Background: an optimization exercise with open tools, aiming at small area, a short achievable clock period and few clock cycles. Do not read the settings as production practice. No activity file was given, so power comes from the tool's default toggle rates.

run 1:
## ddr_rw
module ddr_rw
(
   input               c3_clk0,
   input               c3_rst0,                
   input               pic_store_done,         
   output reg          lbp_finish,             
   output reg          c3_p0_cmd_en,
   output reg [2:0]    c3_p0_cmd_instr,
   output reg [5:0]    c3_p0_cmd_bl,
   output reg [29:0]   c3_p0_cmd_byte_addr,
   input               c3_p0_cmd_full,
   output reg          c3_p0_wr_en,
   output reg [15:0]   c3_p0_wr_mask,
   output reg [127:0]  c3_p0_wr_data,
   input               c3_p0_wr_full,
   output reg          c3_p0_rd_en,
   input  [127:0]      c3_p0_rd_data,
   input               c3_p0_rd_empty
);
function [12:0] hp;
   input [15:0] p;
   hp = {p[15:12], p[10:6], p[4:1]};
endfunction
function [15:0] add2;
   input [12:0] x;
   input [12:0] y;
   add2 = {{1'b0, x[12:9]} + {1'b0, y[12:9]},
           {1'b0, x[8:4]}  + {1'b0, y[8:4]},
           {1'b0, x[3:0]}  + {1'b0, y[3:0]}};
endfunction
function [12:0] qs;
   input [12:0] x;
   input [12:0] y;
   qs = {{1'b0, x[12:10]} + {1'b0, y[12:10]},
         {1'b0, x[8:5]}   + {1'b0, y[8:5]},
         {1'b0, x[3:1]}   + {1'b0, y[3:1]}};
endfunction
function [15:0] add3;
   input [12:0] a;
   input [12:0] b;
   input [12:0] s;
   add3 = {{2'b0, a[12:10]} + {2'b0, b[12:10]} + {1'b0, s[12:9]},
           {2'b0, a[8:5]}   + {2'b0, b[8:5]}   + {1'b0, s[8:4]},
           {2'b0, a[3:1]}   + {2'b0, b[3:1]}   + {1'b0, s[3:0]}};
endfunction
localparam PH_O0 = 3'd0,    
           PH_LD = 3'd1,    
           PH_O1 = 3'd2,    
           PH_X1 = 3'd3,    
           PH_EW = 3'd4,    
           PH_E0 = 3'd5,    
           PH_E1 = 3'd6;    
reg        run;
reg [2:0]  ph;
reg [3:0]  dj;
reg [6:0]  dr;
reg        ddone;
reg [1:0]  pc;
reg [3:0]  rj;
reg [6:0]  rr;
reg        rdone;
reg [6:0]  ocnt;       
  ...
export LEC_CHECK = 0
export CAP_MARGIN = 20
export CORE_MARGIN = 2
export CORE_UTILIZATION = 75
export PLACE_DENSITY = 0.8
export SETUP_SLACK_MARGIN = 5
export SLEW_MARGIN = 20
create_clock -name core_clock -period 8.0 [get_ports {c3_clk0}]
run.sh (not shown) runs the stock make flow with config.mk's settings and CLKGATE_MAP_FILE= SYNTH_SCRIPT=/design/flow/synth_recipe.tcl, a recipe that flattens the netlist after the stock synthesis.
Run 1 ran to completion and came out clean on the timing, design-rule and antenna checks.
The inputs of run 2 differ from those of run 1 as listed below.
Settings: PLACE_DENSITY: 0.8 -> 0.7; CORE_UTILIZATION: 75 -> 60.
==> flow/flow/run.sh (new file) <==
#!/bin/bash
# Layout flow: the standard ORFS layout (standard.sh, unchanged synthesis),
# with the input and output port buffers inserted before global placement made
# of sky130_fd_sc_hd__buf_1 cells instead of the resizer's default choice.
# Every port still gets its own buffer; later repair may resize them.
set -euo pipefail
export BUFFER_PORTS_ARGS="-buffer_cell sky130_fd_sc_hd__buf_1"
bash standard.sh finish > standard_flow.log 2>&1
==> flow/standard.sh (new file) <==
#!/bin/bash
# synth_recipe.tcl (not shown) runs the flow's synth.tcl, then flattens the netlist and writes it again
# the make line also repeats each setting of config.mk as NAME=value (left out here)
make -C /OpenROAD-flow-scripts/flow DESIGN_CONFIG=/design/flow/config.mk WORK_HOME=/design/flow/orfs CLKGATE_MAP_FILE= SYNTH_SCRIPT=/design/flow/synth_recipe.tcl "${@:-finish}"
removed: flow/run.sh
## What came out
Cell area after layout for run 2: 6.1% down relative to run 1. Taking run 1 as the reference, in run 2 share of layout cells above drive strength 1 moved down; overall power moved down. Comparing run 2 and run 1, number of optimization iterations in the first detailed-route pass is lower on run 2. Summary of the comparison: maximum frequency is higher in run 2, relative to run 1.
Changes in run 3 relative to run 2:
==> flow/run.sh (new file) <==
#!/bin/bash
# synth_recipe.tcl (not shown) runs the flow's synth.tcl, then flattens the netlist and writes it again
# the make line also repeats each setting of config.mk as NAME=value (left out here)
make -C /OpenROAD-flow-scripts/flow DESIGN_CONFIG=/design/flow/config.mk WORK_HOME=/design/flow/orfs CLKGATE_MAP_FILE= SYNTH_SCRIPT=/design/flow/synth_recipe.tcl finish
removed: flow/flow/run.sh
removed: flow/standard.sh
Findings:
All of run 2 and run 3 finish clean. On design area: between run 2 and run 3, it ends up lower for run 2. Cmp run 2 and run 3 / share of total power in the clock network / higher: run 3. Worst path setup slack after routing: run 2 vs run 3 — no meaningful difference. Number of antenna violations at the first check in global routing in run 3 is 2 below run 2. For run 2, the end point of the critical path was ys[8], unlike run 3, where it was ys[34]. Number of global-route vias before repair: run 3 > run 2. Where number of vias in the routed layout is concerned, run 2 is better than run 3.
Inputs modified between run 3 and run 4:
Settings: SETUP_SLACK_MARGIN: 5 -> 4.5.
--- outcome ---
Combinational power was lower in run 3 than in run 4. In the tables for run 3 and run 4, peak supply drop reads lower with run 3. [compare] base=run 3 new=run 4: internal portion of total power picked up an extra about 2.4%; area share of buffers outside the clock network increased 0.24 points. Comparing run 3 and run 4, the lower first-pass GRT wire length was measured on run 4. Taking run 3 as the reference, in run 4 setup slack after layout went down 0.32 ns, setup slack of the most critical reg-to-reg path went down 0.39 ns, proportion of total power due to net switching went down 0.20 points, power share of the combinational group went up 1.2 points.
No functional check of the RTL was part of any run of this note.

re-timing with driven ports:
No port has a modelled driver above. Below, the same layouts with a new extraction and two added sets of constraints. Step 1 assumes that a clkbuf_16 drives the clock port and a buf_2 every other input. Step 2 adds t to the input delays and takes it off the output delays; t is the mean of the earliest and latest rising clock arrival at the registers after step 1. Input paths then give back, and output paths get back, about the clock's delay inside the block. Slacks: ideal / step 1 / step 2; pairs: ideal / step 1.
run	shift t [ns]	slack for setup (ns)	worst data-port slew with drivers (ns)	pins driven straight from the clock port
run 1	0.621	4.982 / 4.963 / 4.342	0.13	1
run 2	0.645	5.030 / 5.037 / 4.420	0.10	1
run 3	0.646	5.030 / 5.066 / 4.420	0.12	1
run 4	0.645	4.705 / 4.705 / 4.138	0.10	1
After both steps every run listed still meets setup and hold. The setup slack of run 1, which loses most, moves by -0.019 ns with the drivers and by -0.640 ns with both steps.
